What follows belongs to an exercise in optimizing a design on an open flow for small area and a short achievable clock period; a production flow would make more cautious choices. Only simulation tests tie the RTL to the original design; equivalence was not proved.

// dit_fft_8
module dit_fft_8 (
    input [15:0] in0_r, in1_r, in2_r, in3_r, in4_r, in5_r, in6_r, in7_r,
    input [15:0] in0_i, in1_i, in2_i, in3_i, in4_i, in5_i, in6_i, in7_i,
    input clk, RST_N, write, start,
    output [15:0] out0_r, out1_r, out2_r, out3_r, out4_r, out5_r, out6_r, out7_r,
    output [15:0] out0_i, out1_i, out2_i, out3_i, out4_i, out5_i, out6_i, out7_i,
    output ready
);
    reg  [14:0] as [0:7];
    reg  [14:0] ad [0:7];
    reg         asx [0:7];
    reg         ads [0:7];
    reg         aeq [0:7];
    reg  [2:0]  w;              
    reg  [15:0] b_r [0:7];      
    reg  [15:0] b_i [0:7];
    reg  [15:0] c_r [0:7];      
    reg  [15:0] c_i [0:7];
    reg  [7:0]  kl [0:3];
    reg         kc [0:3];
    reg  [6:0]  kh0 [0:3];
    reg  [6:0]  kh1 [0:3];
    reg  [15:0] d_r [0:7];      
    reg  [15:0] d_i [0:7];
    reg  [15:0] o_r [0:7];      
    reg  [15:0] o_i [0:7];
    reg  [3:0]  rdy;
    wire [15:0] x_r [0:7];
    wire [15:0] x_i [0:7];
    wire [14:0] n_as [0:7];
    wire [14:0] n_ad [0:7];
    wire        n_asx [0:7];
    wire        n_ads [0:7];
    wire        n_aeq [0:7];
    wire [15:0] a_r [0:7];
    wire [15:0] a_i [0:7];
    wire [15:0] s2_r [0:7];
    wire [15:0] s2_i [0:7];
    wire [7:0]  n_kl [0:3];
    wire        n_kc [0:3];
    wire [6:0]  n_kh0 [0:3];
    wire [6:0]  n_kh1 [0:3];
    wire [14:0] kv [0:3];
    wire [15:0] tw_r [0:7];
    wire [15:0] tw_i [0:7];
    wire [15:0] s3_r [0:7];
    wire [15:0] s3_i [0:7];
  ...
export LEC_CHECK = 0
export CAP_MARGIN = 20
export CORE_MARGIN = 2
export CORE_UTILIZATION = 55
export CTS_BUF_LIST = sky130_fd_sc_hd__clkbuf_8
export PLACE_DENSITY = 0.65
export SLEW_MARGIN = 20
create_clock -name core_clock -period 10.0 [get_ports {clk}]
standard.sh (not shown) runs the stock make flow with config.mk's settings and CLKGATE_MAP_FILE= SYNTH_SCRIPT=/design/flow/synth_recipe.tcl, a recipe that flattens the netlist after the stock synthesis.
==> flow/flow/run.sh <==
#!/bin/bash
# Standard layout, with the resizer's setup repair aimed below the clock period
# so that it works on the paths that set the achieved period, and plain
# buffers on the ports.
set -euo pipefail
bash standard.sh SETUP_SLACK_MARGIN=6.1 "BUFFER_PORTS_ARGS=-buffer_cell sky130_fd_sc_hd__buf_2" finish > standard.log 2>&1
The first run went through all stages and came out clean.
Next try:
==> flow/flow/run.sh (replaced) <==
#!/bin/bash
# Standard layout, with the resizer's setup repair aimed below the clock period
# so that it works on the paths that set the achieved period, and plain
# buffers on the ports.
set -euo pipefail
bash standard.sh SETUP_SLACK_MARGIN=6.6 "BUFFER_PORTS_ARGS=-buffer_cell sky130_fd_sc_hd__buf_2" finish > standard.log 2>&1
--- a/flow/config.mk
+++ b/flow/config.mk
@@ -9,5 +9,4 @@
 export CORE_MARGIN = 2
 export CORE_UTILIZATION = 55
-export CTS_BUF_LIST = sky130_fd_sc_hd__clkbuf_8
 export PLACE_DENSITY = 0.65
 export SLEW_MARGIN = 20
=> The changed run completed with no timing, DRC or antenna violations; critical path depth climbs by 3; utilization climbs by 5.5 points; hold slack loses 0.015 ns; final cell count climbs slightly; synthesized area stays the same; die area stays the same; via count climbs by a few percent; global-route usage climbs by 1.6 points.
Next try:
==> flow/flow/run.sh (replaced) <==
#!/bin/bash
# Standard layout, with the resizer's setup repair aimed below the clock period
# so that it works on the paths that set the achieved period, and plain
# buffers on the ports.
set -euo pipefail
bash standard.sh SETUP_SLACK_MARGIN=6.3 "BUFFER_PORTS_ARGS=-buffer_cell sky130_fd_sc_hd__buf_2" finish > standard.log 2>&1
--- a/flow/config.mk
+++ b/flow/config.mk
@@ -9,4 +9,5 @@
 export CORE_MARGIN = 2
 export CORE_UTILIZATION = 55
+export CTS_BUF_LIST = sky130_fd_sc_hd__clkbuf_8
 export PLACE_DENSITY = 0.65
 export SLEW_MARGIN = 20
Result: Synthesized area does not change. Worst hold slack barely changes.
Next try:
==> flow/flow/run.sh (replaced) <==
#!/bin/bash
# Standard layout, with the resizer's setup repair aimed below the clock period
# so that it works on the paths that set the achieved period, and plain
# buffers on the ports.
set -euo pipefail
bash standard.sh SETUP_SLACK_MARGIN=6.1 "BUFFER_PORTS_ARGS=-buffer_cell sky130_fd_sc_hd__buf_2" finish > standard.log 2>&1
--- a/flow/config.mk
+++ b/flow/config.mk
@@ -8,6 +8,7 @@
 export CAP_MARGIN = 20
 export CORE_MARGIN = 2
-export CORE_UTILIZATION = 55
-export CTS_BUF_LIST = sky130_fd_sc_hd__clkbuf_8
-export PLACE_DENSITY = 0.65
+export CORE_UTILIZATION = 60
+export CTS_CLUSTER_DIAMETER = 100
+export CTS_CLUSTER_SIZE = 30
+export PLACE_DENSITY = 0.7
 export SLEW_MARGIN = 20
Global-route usage climbs by 1.5 points.
Non-clock buffer count climbs by 26.
Wire length drops by 2.8%.
Maximum frequency drops by 5.9%.
Setup slack is worse by 0.23 ns.
Synthesized area is unchanged.
Design area drops by 4.0%.
Worst hold slack is better by 0.0086 ns.

* * *

run A:
Another version of the RTL of dit_fft_8 (not shown whole).
Size: about 8600 cells after synthesis, about 1300 flip-flops, ~520 I/O pins, about 0.082 mm^2 of cells after synthesis.
==> flow/config.mk <==
export PLATFORM = sky130hd
export DESIGN_NAME = dit_fft_8
export DESIGN_NICKNAME = dit_fft_8
export VERILOG_FILES = /design/flow/design.v
export SDC_FILE = /design/flow/constraint.sdc
export NUM_CORES = 4
export LEC_CHECK = 0
export CAP_MARGIN = 20
export CORE_MARGIN = 2
export CORE_UTILIZATION = 60
export CTS_CLUSTER_DIAMETER = 90
export CTS_CLUSTER_SIZE = 24
export PLACE_DENSITY = 0.7
export SLEW_MARGIN = 20
==> flow/constraint.sdc <==
create_clock -name core_clock -period 10.0 [get_ports {clk}]
set_input_delay 2.0000 -clock core_clock [delete_from_list [all_inputs] [get_ports {clk}]]
set_output_delay 2.0000 -clock core_clock [all_outputs]
set_load 0.01 [all_outputs]
==> flow/flow/run.sh <==
#!/bin/bash
# Standard layout, with the resizer's setup repair aimed below the clock period
# so that it works on the paths that set the achieved period, plain buffers on
# the ports, and a clock tree without dummy loads.
set -euo pipefail
bash standard.sh SETUP_SLACK_MARGIN=6.3 "BUFFER_PORTS_ARGS=-buffer_cell sky130_fd_sc_hd__buf_1" \
  "CTS_ARGS=-sink_clustering_enable -repair_clock_nets -sink_clustering_size 28 -sink_clustering_max_diameter 95 -dont_use_dummy_load" \
  finish > standard.log 2>&1
Run A finished all stages; the layout is clean.
> inputs changed (run A -> run B)
Settings: CORE_UTILIZATION now 68, was 60; PLACE_DENSITY now 0.78, was 0.7.
--- a/flow/flow/run.sh
+++ b/flow/flow/run.sh
@@ -6,2 +6,2 @@
-bash standard.sh SETUP_SLACK_MARGIN=6.3 "BUFFER_PORTS_ARGS=-buffer_cell sky130_fd_sc_hd__buf_1" \
-  "CTS_ARGS=-sink_clustering_enable -repair_clock_nets -sink_clustering_size 28 -sink_clustering_max_diameter 95 -dont_use_dummy_load" \
+bash standard.sh SETUP_SLACK_MARGIN=6.4 "BUFFER_PORTS_ARGS=-buffer_cell sky130_fd_sc_hd__buf_1" \
+  "CTS_ARGS=-sink_clustering_enable -repair_clock_nets -sink_clustering_size 24 -sink_clustering_max_diameter 90 -dont_use_dummy_load" \
Results
Run B was carried through to the last stage, and its layout satisfied the timing, design-rule and antenna checks.
Of run A and run B, the run reporting the lower final instance area was run A.
On run B: met3 track demand over resource is 0.32 points higher than what run A gave.
Looking at post-CTS setup repair buffer count, run B sits 25 higher than run A does.
Compared with run A, met1 wire length in run B decreased by a few percent.
The area of the die in run B is 0.884 times that in run A.
Overall track demand over capacity in global routing ended up 3.4 points higher on run B than on run A.
### run B -> run C
Settings: CTS_CLUSTER_SIZE removed (was 24); CTS_CLUSTER_DIAMETER removed (was 90); PLACE_DENSITY changed from 0.78 to 0.65; CTS_BUF_LIST newly set to sky130_fd_sc_hd__clkbuf_8; CORE_UTILIZATION changed from 68 to 55.
==> flow/flow/run.sh <==
#!/bin/bash
# Standard layout, with the resizer's setup repair aimed below the clock period
# so that it works on the paths that set the achieved period, and plain
# buffers on the ports.
set -euo pipefail
bash standard.sh SETUP_SLACK_MARGIN=6.1 "BUFFER_PORTS_ARGS=-buffer_cell sky130_fd_sc_hd__buf_2" finish > standard.log 2>&1
--- outcome ---
- Run C vs. run B: largest stage delay on the critical path higher, post-route cell area higher, maximum fanout encountered on the critical timing path lower, number of placed instances with taps included higher.
- From run B to run C the numbers moved as follows: detailed-route wire length per cell lost about 3.2%; worst hold slack picked up an extra 50 ps; die area picked up an extra 23%.
- First-pass GRT wire length (run C over run B): increase, 3.2%
- Relative to run B, fraction of area in multi-input gates decreased by 2.5 points in run C.

what the ideal ports hide:
In the flow no input, the clock included, has a driving cell. The finished layouts below were timed again as built, in two steps.
Step 1 (the two cells are an assumption about what drives the block):
set clk [get_ports {clk}]
set_driving_cell -lib_cell sky130_fd_sc_hd__clkbuf_16 $clk
set_driving_cell -lib_cell sky130_fd_sc_hd__buf_2 [delete_from_list [all_inputs] $clk]
Step 2 times the ports against the registers' clock, not the clock port: input delays grow and output delays shrink by t, the midpoint of the rising clock arrivals with the driver on.
Slacks: ideal ports / drivers / drivers and shift; pairs: ideal ports / drivers.
run	shift t [ns]	setup slack, ns	worst slew at a driven data input, ns
the first run of note 1	0.994	6.182 / 6.182 / 5.264	0.10
the second run of note 1	0.859	6.263 / 6.278 / 5.419	0.11
the third run of note 1	1.002	6.299 / 6.308 / 5.312	0.09
the fourth run of note 1	0.772	6.066 / 6.117 / 5.345	0.08
run A	0.784	6.193 / 6.232 / 5.447	0.09
run B	0.730	6.274 / 6.309 / 5.579	0.09
run C	1.010	6.253 / 6.208 / 5.349	0.08
After both steps setup and hold are still met in every run listed. The setup slack of the third run of note 1, which loses most, moves by +0.009 ns with the drivers and by -0.987 ns with both steps.
